Source: an optimization exercise on an open RTL-to-GDS flow (aim: small area). Production flows keep margins and buffers that such runs may drop. At most, simulation tests tie the RTL to the original design; equivalence was not proved. Power and IR drop assume default switching activity.

==> inputs of job 4896 <==
## riscv
module riscv(
	input clk,
	input rst_n,
	input [31:0]instr,
	input [31:0]Rd_mem_data,
	output [7:0]rom_addr,
	output [31:0]Wr_mem_data,
	output W_en,
	output R_en,
	output [31:0]ram_addr,
	output [2:0]RW_type
    );
export LEC_CHECK = 0
export CAP_MARGIN = 20
export CORE_MARGIN = 2
export CORE_UTILIZATION = 60
export CTS_BUF_LIST = sky130_fd_sc_hd__clkbuf_16
export CTS_CLUSTER_DIAMETER = 80
export CTS_CLUSTER_SIZE = 25
export SETUP_SLACK_MARGIN = 0.4
export SLEW_MARGIN = 20
export SYNTH_HIERARCHICAL = 1
create_clock -name core_clock -period 10.0 [get_ports {clk}]
standard.sh (not shown) runs the stock make flow with config.mk's settings and CLKGATE_MAP_FILE= SYNTH_SCRIPT=/design/flow/synth_recipe.tcl, a recipe that flattens the netlist after the stock synthesis.
==> flow/flow/run.sh <==
#!/bin/bash
# Own layout flow: the standard flow (standard.sh, all steps, standard synthesis),
# with two changes:
#  - the input and output ports are buffered with sky130_fd_sc_hd__buf_2 instead of the
#    default port buffer cell chosen by buffer_ports;
#  - timing repair does not clone gates (a clone once ended up right at its max-capacitance
#    limit after routing).
set -euo pipefail
export BUFFER_PORTS_ARGS="-buffer_cell sky130_fd_sc_hd__buf_2"
export SKIP_GATE_CLONING=1
bash standard.sh > standard_flow.log 2>&1
==> inputs of job 5484, as changes to job 4896 <==
--- a/flow/design.v
+++ b/flow/design.v
@@ -11,21 +11,21 @@
 	output [2:0]RW_type
     );
 	reg [31:1] pc;           
 	reg [31:0] r [1:31];     
 	wire [31:1] s1, s2;      
 	wire [31:1] wr, hold;    
-	wire use_imm, sub, use_pc, use_rs1, is_jump, is_br, is_load, is_store;
+	wire use_imm, sub, use_pc, is_jump, is_br, is_load, is_store;
 	wire [31:0] imm_a;
 	wire [12:1] immB;
 	wire [7:0] wsel;         
 	wire signed_cmp;
 	rv_dec u_dec (
 		.instr(instr), .rst_n(rst_n),
 		.s1(s1), .s2(s2), .wr(wr), .hold(hold),
-		.use_imm(use_imm), .sub(sub), .use_pc(use_pc), .use_rs1(use_rs1), .is_jump(is_jump), .is_br(is_br),
+		.use_imm(use_imm), .sub(sub), .use_pc(use_pc), .is_jump(is_jump), .is_br(is_br),
 		.is_load(is_load), .is_store(is_store), .imm_a(imm_a), .immB(immB), .wsel(wsel),
 		.signed_cmp(signed_cmp));
 	wire [31:0] rs1v, rs2v;
 	genvar gb, gr;
 	generate for (gb = 0; gb < 32; gb = gb + 1) begin : g_rd
 		wire [31:1] col;
@@ -33,31 +33,31 @@
 			assign col[gr] = r[gr][gb];
 		end
 		rf_rdslice u_rd1 (.d(col), .s(s1), .o(rs1v[gb]));
 		rf_rdslice u_rd2 (.d(col), .s(s2), .o(rs2v[gb]));
 	end endgenerate
 	wire [31:0] A;
-	rv_opa u_opa (.rs1v(rs1v), .pc(pc), .use_rs1(use_rs1), .use_pc(use_pc), .a(A));
+	rv_opa u_opa (.rs1v(rs1v), .pc(pc), .use_pc(use_pc), .a(A));
 	wire [31:0] Bx;
 	rv_opb u_opb (.rs2v(rs2v), .imm(imm_a), .use_imm(use_imm), .sub(sub), .bx(Bx));
 	wire [31:0] sum, p, g;
 	wire cout;
 	rv_add32 u_add (.a(A), .b(Bx), .cin(sub), .s(sum), .cout(cout), .p(p), .g(g));
 	wire [31:0] shr, shl;
-	wire [4:0] shamt = use_imm ? instr[24:20] : rs2v[4:0];
-	rv_shift u_sh (.a(A), .sh(shamt), .right(instr[14]), .arith(instr[30]), .shr(shr), .shl(shl));
+	rv_shift u_sh (.a(A), .sh(Bx[4:0]), .right(instr[14]), .arith(instr[30]), .shr(shr), .shl(shl));
 	wire lt, taken;
 	rv_cmp u_cmp (.p(p), .cout(cout), .signed_cmp(signed_cmp), .is_br(is_br), .f3(instr[14:12]), .lt(lt), .taken(taken));
 	wire [31:2] inc;         
 	rv_inc u_inc (.pc(pc[31:2]), .s(inc));
 	wire [31:1] tgt;         
 	rv_tgt u_tgt (.pc(pc), .immB(immB), .s(tgt));
 	wire [31:1] pc_next;
-	rv_pcmux u_pcm (.inc({inc, pc[1]}), .tgt(tgt), .sum(sum[31:1]), .taken(taken), .jump(is_jump), .rst_n(rst_n), .y(pc_next));
-	always @(posedge clk)
-		pc <= pc_next;
+	rv_pcmux u_pcm (.inc({inc, pc[1]}), .tgt(tgt), .sum(sum[31:1]), .taken(taken), .jump(is_jump), .y(pc_next));
+	always @(posedge clk or negedge rst_n)
+		if (!rst_n) pc <= 31'd0;
+		else pc <= pc_next;
 	wire [31:0] wd;
 	rv_wb u_wb (.mem(Rd_mem_data), .pc4({inc, pc[1], 1'b0}), .sum(sum), .p(p), .g(g), .shl(shl), .shr(shr), .lt(lt),
 		.sel(wsel), .wd(wd));
 	generate for (gr = 1; gr < 32; gr = gr + 1) begin : g_wr
 		wire [31:0] dnext;
 		rf_wcell u_w (.q(r[gr]), .hold(hold[gr]), .wr(wr[gr]), .wd(wd), .d(dnext));
@@ -77,13 +77,12 @@
 	output [31:1] s2,
 	output [31:1] wr,
 	output [31:1] hold,
 	output use_imm,
 	output sub,
 	output use_pc,
-	output use_rs1,
 	output is_jump,
 	output is_br,
 	output is_load,
 	output is_store,
 	output [31:0] imm_a,
 	output [12:1] immB,
@@ -101,18 +100,18 @@
 	wire is_jal     =  b3;
 	wire is_alu     = ~b6 & b4 & ~b2;      
 	wire is_op      = is_alu & b5;
 	wire reg_wr     = ~is_br & ~is_store;
 	wire isU        = ~b6 & b2;            
 	assign use_pc   = (isU & ~b5) | is_jal;  
-	assign use_rs1  = ~(b2 & (~b6 | b3));  
+	wire use_rs1    = ~(b2 & (~b6 | b3));  
 	assign use_imm  = ~(is_op | is_br);
 	assign sub = is_br | (is_alu & ~f3[2] & f3[1]) | (is_op & ~f3[2] & ~f3[1] & ~f3[0] & i30);
 	assign signed_cmp = is_br ? ~f3[1] : ~f3[0];
-	rv_dec5 u_d1 (.a(instr[19:15]), .y(s1));
-	rv_dec5 u_d2 (.a(instr[24:20]), .y(s2));
+	rv_dec5 u_d1 (.a(instr[19:15]), .en(use_rs1), .y(s1));
+	rv_dec5 u_d2 (.a(instr[24:20]), .en(1'b1), .y(s2));
 	rv_dec5w u_dw (.a(instr[11:7]), .en(reg_wr), .rst_n(rst_n), .wr(wr), .hold(hold));
 	wire isS = is_store;
 	wire isJ = is_jal;
 	assign imm_a[0]     = isU | isJ ? 1'b0 : (isS ? instr[7] : instr[20]);
 	assign imm_a[4:1]   = isU ? 4'd0 : (isS ? instr[11:8] : instr[24:21]);
 	assign imm_a[10:5]  = isU ? 6'd0 : instr[30:25];
@@ -129,55 +128,39 @@
 	assign wsel[3] = ok & is_alu & f3[2] & ~f3[0];             
 	assign wsel[4] = ok & is_alu & f3[2] & f3[1];              
 	assign wsel[5] = ok & is_alu & (f3 == 3'b001);
 	assign wsel[6] = ok & is_alu & (f3 == 3'b101);
 	assign wsel[7] = ok & is_alu & ~f3[2] & f3[1];            
 endmodule
-module rv_dec5(input [4:0] a, output [31:1] y);
+module rv_dec5(input [4:0] a, input en, output [31:1] y);
 	wire [3:0] hin;
 	wire [7:0] lon;
-	rv_pre2 u_p (.a(a), .hin(hin), .lon(lon));
 	genvar i;
-	generate for (i = 1; i < 32; i = i + 1) begin : g_y
+	generate for (i = 0; i < 4; i = i + 1) begin : g_h
+		assign hin[i] = ~(en & (a[4:3] == i));
+	end
+	for (i = 0; i < 8; i = i + 1) begin : g_l
+		assign lon[i] = ~(a[2:0] == i);
+	end
+	for (i = 1; i < 32; i = i + 1) begin : g_y
 		g_nor2 u_n (.a(hin[i/8]), .b(lon[i%8]), .y(y[i]));
 	end endgenerate
 endmodule
 module rv_dec5w(input [4:0] a, input en, input rst_n, output [31:1] wr, output [31:1] hold);
 	wire [3:0] hin;
 	wire [7:0] lon;
-	rv_pre u_p (.a(a), .en(en), .hin(hin), .lon(lon));
 	genvar i;
-	generate for (i = 1; i < 32; i = i + 1) begin : g_y
-		g_o21ai u_w (.a1(hin[i/8]), .a2(lon[i%8]), .b1(rst_n), .y(wr[i]));
-		g_inv u_h (.a(wr[i]), .y(hold[i]));
-	end endgenerate
-endmodule
-module rv_pre(input [4:0] a, input en, output [3:0] hin, output [7:0] lon);
-	wire [4:0] an;
-	genvar i;
-	generate for (i = 0; i < 5; i = i + 1) begin : g_i
-		g_inv u_i (.a(a[i]), .y(an[i]));
+	generate for (i = 0; i < 4; i = i + 1) begin : g_h
+		assign hin[i] = ~(en & (a[4:3] == i));
 	end
 	for (i = 0; i < 8; i = i + 1) begin : g_l
-		g_nand3 u_l (.a(i % 2 ? a[0] : an[0]), .b((i / 2) % 2 ? a[1] : an[1]), .c(i / 4 ? a[2] : an[2]), .y(lon[i]));
-	end
-	for (i = 0; i < 4; i = i + 1) begin : g_h
-		g_nand3 u_h (.a(en), .b(i % 2 ? a[3] : an[3]), .c(i / 2 ? a[4] : an[4]), .y(hin[i]));
-	end endgenerate
-endmodule
-module rv_pre2(input [4:0] a, output [3:0] hin, output [7:0] lon);
-	wire [4:0] an;
-	genvar i;
-	generate for (i = 0; i < 5; i = i + 1) begin : g_i
-		g_inv u_i (.a(a[i]), .y(an[i]));
+		assign lon[i] = ~(a[2:0] == i);
 	end
-	for (i = 0; i < 8; i = i + 1) begin : g_l
-		g_nand3 u_l (.a(i % 2 ? a[0] : an[0]), .b((i / 2) % 2 ? a[1] : an[1]), .c(i / 4 ? a[2] : an[2]), .y(lon[i]));
-	end
-	for (i = 0; i < 4; i = i + 1) begin : g_h
-		g_nand2 u_h (.a(i % 2 ? a[3] : an[3]), .b(i / 2 ? a[4] : an[4]), .y(hin[i]));
+	for (i = 1; i < 32; i = i + 1) begin : g_y
+		g_o21ai u_w (.a1(hin[i/8]), .a2(lon[i%8]), .b1(rst_n), .y(wr[i]));
+		g_inv u_h (.a(wr[i]), .y(hold[i]));
 	end endgenerate
 endmodule
 module rf_rdslice(input [31:1] d, input [31:1] s, output o);
 	wire [10:0] n;
 	genvar i;
 	generate for (i = 0; i < 10; i = i + 1) begin : g_p
@@ -188,19 +171,16 @@
 	g_nand4 u_m0 (.a(n[0]), .b(n[1]), .c(n[2]), .d(n[3]), .y(m[0]));
 	g_nand4 u_m1 (.a(n[4]), .b(n[5]), .c(n[6]), .d(n[7]), .y(m[1]));
 	g_nand3 u_m2 (.a(n[8]), .b(n[9]), .c(n[10]), .y(m[2]));
 	g_or3 u_o (.a(m[0]), .b(m[1]), .c(m[2]), .y(o));
 endmodule
 module rf_wcell(input [31:0] q, input hold, input wr, input [31:0] wd, output [31:0] d);
-	genvar i;
-	generate for (i = 0; i < 32; i = i + 1) begin : g_b
-		g_a22o u_b (.a1(q[i]), .a2(hold), .b1(wd[i]), .b2(wr), .y(d[i]));
-	end endgenerate
+	assign d = (q & {32{hold}}) | (wd & {32{wr}});
 endmodule
-module rv_opa(input [31:0] rs1v, input [31:1] pc, input use_rs1, input use_pc, output [31:0] a);
-	assign a = (rs1v & {32{use_rs1}}) | ({pc, 1'b0} & {32{use_pc}});
+module rv_opa(input [31:0] rs1v, input [31:1] pc, input use_pc, output [31:0] a);
+	assign a = rs1v | ({pc, 1'b0} & {32{use_pc}});
 endmodule
 module rv_opb(input [31:0] rs2v, input [31:0] imm, input use_imm, input sub, output [31:0] bx);
 	assign bx = (use_imm ? imm : rs2v) ^ {32{sub}};
 endmodule
 module rv_add32(input [31:0] a, input [31:0] b, input cin, output [31:0] s, output cout,
 	output [31:0] p, output [31:0] g);
@@ -209,13 +189,13 @@
 	wire [32:0] c;
 	rv_bk #(.N(32)) u_bk (.g(g), .p(p), .cin(cin), .c(c));
 	assign s = p ^ c[31:0];
 	assign cout = c[32];
 endmodule
 module rv_bk #(parameter N = 32) (input [N-1:0] g, input [N-1:0] p, input cin, output [N:0] c);
-	localparam D0 = N > 16 ? 8 : (N > 8 ? 4 : (N > 4 ? 2 : 1));   
+	localparam D0 = (1 << $clog2(N)) / 4;
 	reg [N-1:0] G, P;
 	integer d, i;
 	always @(*) begin
 		G = g;
 		P = p;
 		G[0] = g[0] | (p[0] & cin);
@@ -278,38 +258,23 @@
 	generate for (i = 14; i < 32; i = i + 1) begin : g_hi
 		assign ti[i] = ti[i-1] & pc[i-1];
 		assign td[i] = td[i-1] & ~pc[i-1];
 	end endgenerate
 	assign s[31:13] = pc[31:13] ^ (({19{up}} & ti) | ({19{dn}} & td));
 endmodule
-module rv_pcmux(input [31:1] inc, input [31:1] tgt, input [31:1] sum, input taken, input jump, input rst_n,
-	output [31:1] y);
-	wire e_s = rst_n & jump;
-	wire e_t = rst_n & taken & ~jump;
-	wire e_i = rst_n & ~taken & ~jump;
-	wire [31:1] yn;
-	genvar i;
-	generate for (i = 1; i < 32; i = i + 1) begin : g_m
-		g_a222oi u_m (.a1(sum[i]), .a2(e_s), .b1(tgt[i]), .b2(e_t), .c1(inc[i]), .c2(e_i), .y(yn[i]));
-		g_inv u_i (.a(yn[i]), .y(y[i]));
-	end endgenerate
+module rv_pcmux(input [31:1] inc, input [31:1] tgt, input [31:1] sum, input taken, input jump, output [31:1] y);
+	wire e_s = jump;
+	wire e_t = taken & ~jump;
+	wire e_i = ~taken & ~jump;
+	assign y = (sum & {31{e_s}}) | (tgt & {31{e_t}}) | (inc & {31{e_i}});
 endmodule
 module rv_wb(input [31:0] mem, input [31:0] pc4, input [31:0] sum, input [31:0] p, input [31:0] g,
 	input [31:0] shl, input [31:0] shr, input lt, input [7:0] sel, output [31:0] wd);
-	genvar i;
-	generate for (i = 0; i < 32; i = i + 1) begin : g_w
-		wire n0, n1, n2;
-		g_a222oi u_0 (.a1(mem[i]), .a2(sel[0]), .b1(pc4[i]), .b2(sel[1]), .c1(sum[i]), .c2(sel[2]), .y(n0));
-		g_a222oi u_1 (.a1(p[i]), .a2(sel[3]), .b1(g[i]), .b2(sel[4]), .c1(shl[i]), .c2(sel[5]), .y(n1));
-		if (i == 0) begin : g_0
-			g_a22oi u_2 (.a1(shr[i]), .a2(sel[6]), .b1(lt), .b2(sel[7]), .y(n2));
-		end else begin : g_n
-			g_nand2 u_2 (.a(shr[i]), .b(sel[6]), .y(n2));
-		end
-		g_nand3 u_o (.a(n0), .b(n1), .c(n2), .y(wd[i]));
-	end endgenerate
+	assign wd = (mem & {32{sel[0]}}) | (pc4 & {32{sel[1]}}) | (sum & {32{sel[2]}}) |
+	            (p & {32{sel[3]}}) | (g & {32{sel[4]}}) | (shl & {32{sel[5]}}) | (shr & {32{sel[6]}}) |
+	            {31'd0, lt & sel[7]};
 endmodule
 module g_nand2(input a, input b, output y);
 	assign y = ~(a & b);
 endmodule
 module g_o21ai(input a1, input a2, input b1, output y);
 	assign y = ~((a1 | a2) & b1);
@@ -349,12 +314,6 @@
 	assign c = a & b;
 endmodule
 module g_fa(input a, input b, input ci, output s, output co);
 	assign s = a ^ b ^ ci;
 	assign co = (a & b) | (ci & (a ^ b));
 endmodule
-module g_a22o(input a1, input a2, input b1, input b2, output y);
-	assign y = (a1 & a2) | (b1 & b2);
-endmodule
-module g_a22oi(input a1, input a2, input b1, input b2, output y);
-	assign y = ~((a1 & a2) | (b1 & b2));
-endmodule
==> flow/run.sh (new file) <==
#!/bin/bash
# synth_recipe.tcl (not shown) runs the flow's synth.tcl, then flattens the netlist and writes it again
# the make line also repeats each setting of config.mk as NAME=value (left out here)
make -C /OpenROAD-flow-scripts/flow DESIGN_CONFIG=/design/flow/config.mk WORK_HOME=/design/flow/orfs CLKGATE_MAP_FILE= SYNTH_SCRIPT=/design/flow/synth_recipe.tcl finish
Settings changed: CORE_UTILIZATION 60 to 40, CTS_BUF_LIST sky130_fd_sc_hd__clkbuf_16 to default, CTS_CLUSTER_DIAMETER 80 to default, CTS_CLUSTER_SIZE 25 to default, SETUP_SLACK_MARGIN 0.4 to 0.2.
removed: flow/flow/run.sh
removed: flow/standard.sh
==> notes <==
- Against job 4896, the cell count of job 5484 is higher by about 20%.
- Die area: job 4896 is smaller than job 5484 (37%).
- Of job 4896 and job 5484, job 4896 has the higher first-iteration DRC count (gap 32%, measured against job 5484).
- Utilization: job 5484 is lower than job 4896 (19 points).
- Against job 5484, the clock-buffer cell count of job 4896 is lower by 114.
- Of job 5484 and job 4896, job 4896 has the higher sequential share of layout area (gap 4.8 points).
- Against job 5484, the synthesized area of job 4896 is smaller by about 5.5%.
==> figures <==
Skew final: job 5484 0.0473 ns; job 4896 0.0340 ns
Unrepaired setup endpoints after global routing: job 5484 yes; job 4896 no
Initial Utilization: job 5484 40.4%; job 4896 60.5%
Fraction of standard cell area in multi-input logic: job 5484 43.6%; job 4896 49.0%
Fillcell total: job 5484 10964; job 4896 6059
Area grow syn2layout: job 5484 22.2%; job 4896 12.7%
Overall power: job 5484 18700 uW; job 4896 14300 uW
Met2 Use GR: job 5484 52.4%; job 4896 73.6%
XOR/XNOR Fraction of Synth Area: job 5484 1.53%; job 4896 1.62%
Number of antenna violations at the first check in global routing: job 5484 4; job 4896 13
Maximum cell stage delay along the critical path: job 5484 0.63 ns; job 4896 0.61 ns
Met1 capacity usage during global routing: job 5484 44.7%; job 4896 64.4%
Result of the run: job 5484 complete, no violations; job 4896 complete, no violations
Post-CTS setup-driven buffer insertion count: job 5484 10; job 4896 0
Sequential cell area: job 5484 20600 um^2; job 4896 20500 um^2
Function not checked in job 5484: the RTL went through the layout flow alone.

what the ideal ports hide:
The results above use ideal ports. As a check the final layouts listed here were re-extracted and re-timed, cells and wires unchanged.
Step 1 (the two cells are an assumption about what drives the block):
set clk [get_ports {clk}]
set_driving_cell -lib_cell sky130_fd_sc_hd__clkbuf_16 $clk
set_driving_cell -lib_cell sky130_fd_sc_hd__buf_2 [delete_from_list [all_inputs] $clk]
Step 2 also shifts input and output timing later by t, the mid clock arrival at the registers, as if the neighbouring blocks saw the same clock.
Three values: ideal, step 1, step 2; two values: the first two.
run	shift t [ns]	slack for setup (ns)	hold slack, ns	clock arrival spread, ns	worst data-port slew with drivers (ns)
job 4896	0.743	0.324 / 0.302 / 0.056	0.517 / 0.517 / 0.517	0.034 / 0.034	0.07
job 5484	0.812	0.199 / 0.171 / 0.171	0.511 / 0.511 / 0.511	0.048 / 0.047	0.08
After both steps every run listed still meets setup and hold. The setup slack of job 4896, which loses most, moves by -0.022 ns with the drivers and by -0.268 ns with both steps.
